Background: an optimization exercise with open tools, aiming at small area. Do not read the settings as production practice.
In this exercise RTL edits were held to simulation tests only and were not proved equivalent to the original.
Power is estimated from default activity; no workload was simulated. The clock port is modelled as an ideal driver; clocking choices that lean on that would not hold on a real chip.

==> flow/design.v <==
`timescale 1ns / 1ps
module LineBuffer
               #(parameter LINE_W = 64)  
               (input clk,
               input [7:0] input_data,
               input shift,
               output [7:0] tap1,           
               output [7:0] tap_r,          
               output [7:0] tap_c,          
               output [7:0] tap_l,          
               output [7:0] tap_w,          
               output [7:0] tap_t);         
localparam N = 2*LINE_W;
reg [8*N-1:0] chain;
always @(posedge clk)
  if (shift)
    chain <= {chain[8*N-9:0], input_data};
assign tap1  = chain[8*1-1 -: 8];
assign tap_r = chain[8*(LINE_W-1)-1 -: 8];
assign tap_c = chain[8*LINE_W-1 -: 8];
assign tap_l = chain[8*(LINE_W+1)-1 -: 8];
assign tap_w = chain[8*(N-1)-1 -: 8];
assign tap_t = chain[8*N-1 -: 8];
endmodule
`timescale 1ns / 1ps
module MulAcc
               (input [7:0] c,  
               input [7:0] l,   
               input [7:0] r,   
               input [7:0] t,   
               input [7:0] b,   
               output [7:0] pixel_odata);
wire w1 = l[0] ^ r[0];
wire w2 = l[0] & r[0];
wire w3 = l[1] ^ r[1] ^ t[1];
wire w4 = (l[1] & r[1]) | (t[1] & (l[1] ^ r[1]));
wire w5 = l[2] ^ r[2] ^ t[2];
wire w6 = (l[2] & r[2]) | (t[2] & (l[2] ^ r[2]));
wire w7 = l[3] ^ r[3] ^ t[3];
wire w8 = (l[3] & r[3]) | (t[3] & (l[3] ^ r[3]));
wire w9 = l[4] ^ r[4] ^ t[4];
wire w10 = (l[4] & r[4]) | (t[4] & (l[4] ^ r[4]));
wire w11 = l[5] ^ r[5] ^ t[5];
wire w12 = (l[5] & r[5]) | (t[5] & (l[5] ^ r[5]));
wire w13 = l[6] ^ r[6] ^ t[6];
wire w14 = (l[6] & r[6]) | (t[6] & (l[6] ^ r[6]));
wire w15 = l[7] ^ r[7] ^ t[7];
wire w16 = (l[7] & r[7]) | (t[7] & (l[7] ^ r[7]));
wire w17 = t[0] ^ b[0];
wire w18 = t[0] & b[0];
wire w19 = b[1] ^ w2 ^ w3;
wire w20 = (b[1] & w2) | (w3 & (b[1] ^ w2));
wire w21 = b[2] ^ w4 ^ w5;
wire w22 = (b[2] & w4) | (w5 & (b[2] ^ w4));
wire w23 = b[3] ^ w6 ^ w7;
wire w24 = (b[3] & w6) | (w7 & (b[3] ^ w6));
wire w25 = b[4] ^ w8 ^ w9;
wire w26 = (b[4] & w8) | (w9 & (b[4] ^ w8));
wire w27 = b[5] ^ w10 ^ w11;
wire w28 = (b[5] & w10) | (w11 & (b[5] ^ w10));
wire w29 = b[6] ^ w12 ^ w13;
wire w30 = (b[6] & w12) | (w13 & (b[6] ^ w12));
wire w31 = b[7] ^ w14 ^ w15;
wire w32 = (b[7] & w14) | (w15 & (b[7] ^ w14));
wire w33 = w1 ^ w17;
wire w34 = w1 & w17;
wire w35 = w18 ^ w19 ^ w34;
wire w36 = (w18 & w19) | (w34 & (w18 ^ w19));
wire w37 = w20 ^ w21 ^ w36;
wire w38 = (w20 & w21) | (w36 & (w20 ^ w21));
wire w39 = w22 ^ w23 ^ w38;
wire w40 = (w22 & w23) | (w38 & (w22 ^ w23));
wire w41 = w24 ^ w25 ^ w40;
wire w42 = (w24 & w25) | (w40 & (w24 ^ w25));
wire w43 = w26 ^ w27 ^ w42;
wire w44 = (w26 & w27) | (w42 & (w26 ^ w27));
wire w45 = w28 ^ w29 ^ w44;
wire w46 = (w28 & w29) | (w44 & (w28 ^ w29));
wire w47 = w30 ^ w31 ^ w46;
wire w48 = (w30 & w31) | (w46 & (w30 ^ w31));
wire w49 = w16 ^ w32 ^ w48;
wire w50 = (w16 & w32) | (w48 & (w16 ^ w32));
wire w51 = c[0] ^ ~w33;
wire w52 = c[0] & ~w33;
wire w53 = c[1] ^ ~w35;
wire w54 = c[1] & ~w35;
wire w55 = c[0] ^ c[2] ^ ~w37;
wire w56 = (c[0] & c[2]) | (~w37 & (c[0] ^ c[2]));
wire w57 = c[1] ^ c[3] ^ ~w39;
wire w58 = (c[1] & c[3]) | (~w39 & (c[1] ^ c[3]));
wire w59 = c[2] ^ c[4] ^ ~w41;
wire w60 = (c[2] & c[4]) | (~w41 & (c[2] ^ c[4]));
wire w61 = c[3] ^ c[5] ^ ~w43;
wire w62 = (c[3] & c[5]) | (~w43 & (c[3] ^ c[5]));
wire w63 = c[4] ^ c[6] ^ ~w45;
wire w64 = (c[4] & c[6]) | (~w45 & (c[4] ^ c[6]));
wire w65 = c[5] ^ c[7] ^ ~w47;
wire w66 = (c[5] & c[7]) | (~w47 & (c[5] ^ c[7]));
wire w67 = c[6] ^ ~w49;
wire w68 = c[6] & ~w49;
wire w69 = c[7] ^ ~w50;
wire w70 = c[7] & ~w50;
wire w71 = 1'b1 ^ w51;
wire w72 = 1'b1 & w51;
wire w73 = w52 ^ w53 ^ w72;
wire w74 = (w52 & w53) | (w72 & (w52 ^ w53));
wire w75 = w54 ^ w55 ^ w74;
wire w76 = (w54 & w55) | (w74 & (w54 ^ w55));
wire w77 = w56 ^ w57 ^ w76;
wire w78 = (w56 & w57) | (w76 & (w56 ^ w57));
wire w79 = w58 ^ w59 ^ w78;
wire w80 = (w58 & w59) | (w78 & (w58 ^ w59));
wire w81 = w60 ^ w61 ^ w80;
wire w82 = (w60 & w61) | (w80 & (w60 ^ w61));
wire w83 = w62 ^ w63 ^ w82;
wire w84 = (w62 & w63) | (w82 & (w62 ^ w63));
wire w85 = w64 ^ w65 ^ w84;
wire w86 = (w64 & w65) | (w84 & (w64 ^ w65));
wire w87 = w66 ^ w67 ^ w86;
wire w88 = (w66 & w67) | (w86 & (w66 ^ w67));
wire w89 = w68 ^ w69 ^ w88;
wire w90 = (w68 & w69) | (w88 & (w68 ^ w69));
wire w91 = 1'b1 ^ w70 ^ w90;
wire w92 = (1'b1 & w70) | (w90 & (1'b1 ^ w70));
wire w93 = 1'b1 ^ w92;
wire w94 = 1'b1 & w92;
wire [7:0] s = {w85, w83, w81, w79, w77, w75, w73, w71};
wire neg = w93;
wire [7:0] below;
assign below[0] = 1'b0;
genvar i;
generate for (i = 1; i < 8; i = i + 1) begin : g_neg
  assign below[i] = below[i-1] | s[i-1];
end endgenerate
assign pixel_odata = s ^ ({8{neg}} & below);
endmodule
`timescale 1ns / 1ps
module CntrLogic
                ( input clk,
                input reset,  
                input is_valid_input,
                output col_first,  
                output col_last,   
                output rows_ok     
);
reg [5:0] col;
reg [1:0] rows;
wire fb = col[5] ^ col[4] ^ (col[4:0] == 5'd0);
assign col_first = (col == 6'b000000);
assign col_last  = (col == 6'b100000);
assign rows_ok   = rows[1];
always @(posedge clk) begin
  if (reset) begin
    col <= 0;
    rows <= 0;
  end else if (is_valid_input) begin
    col <= {col[4:0], fb};
    if (col_last && !rows[1])
      rows <= rows + 1'b1;
  end
end
endmodule
`timescale 1ns / 1ps
module TopModule(
input axis_clk,
input axis_resetn,
input i_datavalid,
input [7:0] idata,
output s_axis_ready,
output o_datavalid,
output [7:0] odata,
input m_axis_ready,  
output intr
    );
localparam LINE_W = 64;
wire reset = !axis_resetn;
wire col_first, col_last, rows_ok;
wire [7:0] tap1, tap_r, tap_c, tap_l, tap_w, tap_t;
wire [7:0] result;
reg [7:0] odata_r;
reg       ovalid_r;
reg [7:0] last_px;   
reg       last_due;  
assign s_axis_ready = 1'b1;
assign o_datavalid = ovalid_r;
assign odata = odata_r;
assign intr = last_due;
CntrLogic ctrl (
  .clk(axis_clk), .reset(reset), .is_valid_input(i_datavalid),
  .col_first(col_first), .col_last(col_last), .rows_ok(rows_ok));
LineBuffer #(.LINE_W(LINE_W)) lines (
  .clk(axis_clk), .input_data(idata), .shift(i_datavalid),
  .tap1(tap1), .tap_r(tap_r), .tap_c(tap_c), .tap_l(tap_l),
  .tap_w(tap_w), .tap_t(tap_t));
MulAcc mac (
  .c(tap_c),
  .l(col_first ? tap1 : tap_l),
  .r(col_last ? tap_w : tap_r),
  .t(tap_t),
  .b(idata),
  .pixel_odata(result));
wire take = i_datavalid & rows_ok;
always @(posedge axis_clk) begin
  if (reset) begin
    ovalid_r <= 1'b0;
    last_due <= 1'b0;
  end else begin
    ovalid_r <= last_due | (take & !col_first);
    last_due <= take & col_last;
  end
end
always @(posedge axis_clk) begin
  if (take & col_first)
    last_px <= result;
  if (last_due)
    odata_r <= last_px;
  else
    odata_r <= result;
end
endmodule
export LEC_CHECK = 0
export CAP_MARGIN = 20
export CORE_MARGIN = 2
export CORE_UTILIZATION = 65
export PLACE_DENSITY = 0.8
export SLEW_MARGIN = 20
create_clock -name core_clock -period 10.0 [get_ports {axis_clk}]
standard.sh (not shown) runs the stock make flow with config.mk's settings and CLKGATE_MAP_FILE= SYNTH_SCRIPT=/design/flow/synth_recipe.tcl, a recipe that flattens the netlist after the stock synthesis.
==> flow/flow/run.sh <==
#!/bin/bash
# Standard ORFS layout with two changes: the clock tree uses clkbuf_16 only,
# with sink clusters of up to 32 flip-flops and no dummy loads, and the
# port buffers are buf_1.
set -euo pipefail
export CTS_ARGS="-sink_clustering_enable -repair_clock_nets -sink_clustering_size 32 -sink_clustering_max_diameter 100 -dont_use_dummy_load -buf_list sky130_fd_sc_hd__clkbuf_16"
export BUFFER_PORTS_ARGS="-buffer_cell sky130_fd_sc_hd__buf_1"
bash standard.sh > standard.log 2>&1
Next try:
Settings changed: CORE_UTILIZATION 65 to 45, PLACE_DENSITY 0.8 to 0.6.
Hold slack gets worse by 0.031 ns.
Via count stays flat.
Fmax came out higher slightly.
Routed wire length fell by a few percent.
Final cell count rose by about a fifth.
Area after synthesis is unchanged.
Final area went up slightly.
Clock power went up by a few percent.
Die area is higher by well over a third.
Next try:
==> flow/flow/run.sh (replaced) <==
#!/bin/bash
# Standard ORFS layout with two changes: the clock tree uses clkbuf_16 only,
# with sink clusters of up to 32 flip-flops and no dummy loads, and the
# port buffers are buf_1.
set -euo pipefail
export CTS_ARGS="-sink_clustering_enable -repair_clock_nets -sink_clustering_size 34 -sink_clustering_max_diameter 100 -dont_use_dummy_load -buf_list sky130_fd_sc_hd__clkbuf_16"
export BUFFER_PORTS_ARGS="-buffer_cell sky130_fd_sc_hd__buf_1"
bash standard.sh > standard.log 2>&1
Settings changed: CORE_UTILIZATION 45 to 65, PLACE_DENSITY 0.6 to 0.8.
Wire length is higher by 4.4%.
Global-route usage is higher by 5.1 points.
Die area is lower by 30%.
Power is lower by 0.84%.

re-timing with driven ports:
How much do the figures lean on ideal ports? The routed layouts below were timed once more, with nothing changed but the port constraints. Step 1: set_driving_cell puts a clkbuf_16 on axis_clk and a buf_2 on each other input, an assumption about the parent block. Step 2 adds t to the input delays and takes it off the output delays; t is the mean of the earliest and latest rising clock arrival at the registers after step 1. Input paths then give back, and output paths get back, about the clock's delay inside the block. a / b / c = no drivers / after step 1 / after step 2; a / b = the first two.
run | t, ns | setup WS [ns] | cell pins on the clock port's net
the first run | 0.635 | 2.979 / 2.979 / 2.704 | 1
the second run | 0.631 | 3.044 / 3.044 / 2.775 | 1
the third run | 0.641 | 3.017 / 3.017 / 2.702 | 1
After both steps every run listed still meets setup and hold. The setup slack of the third run, which loses most, moves by 0.000 ns with the drivers and by -0.315 ns with both steps.
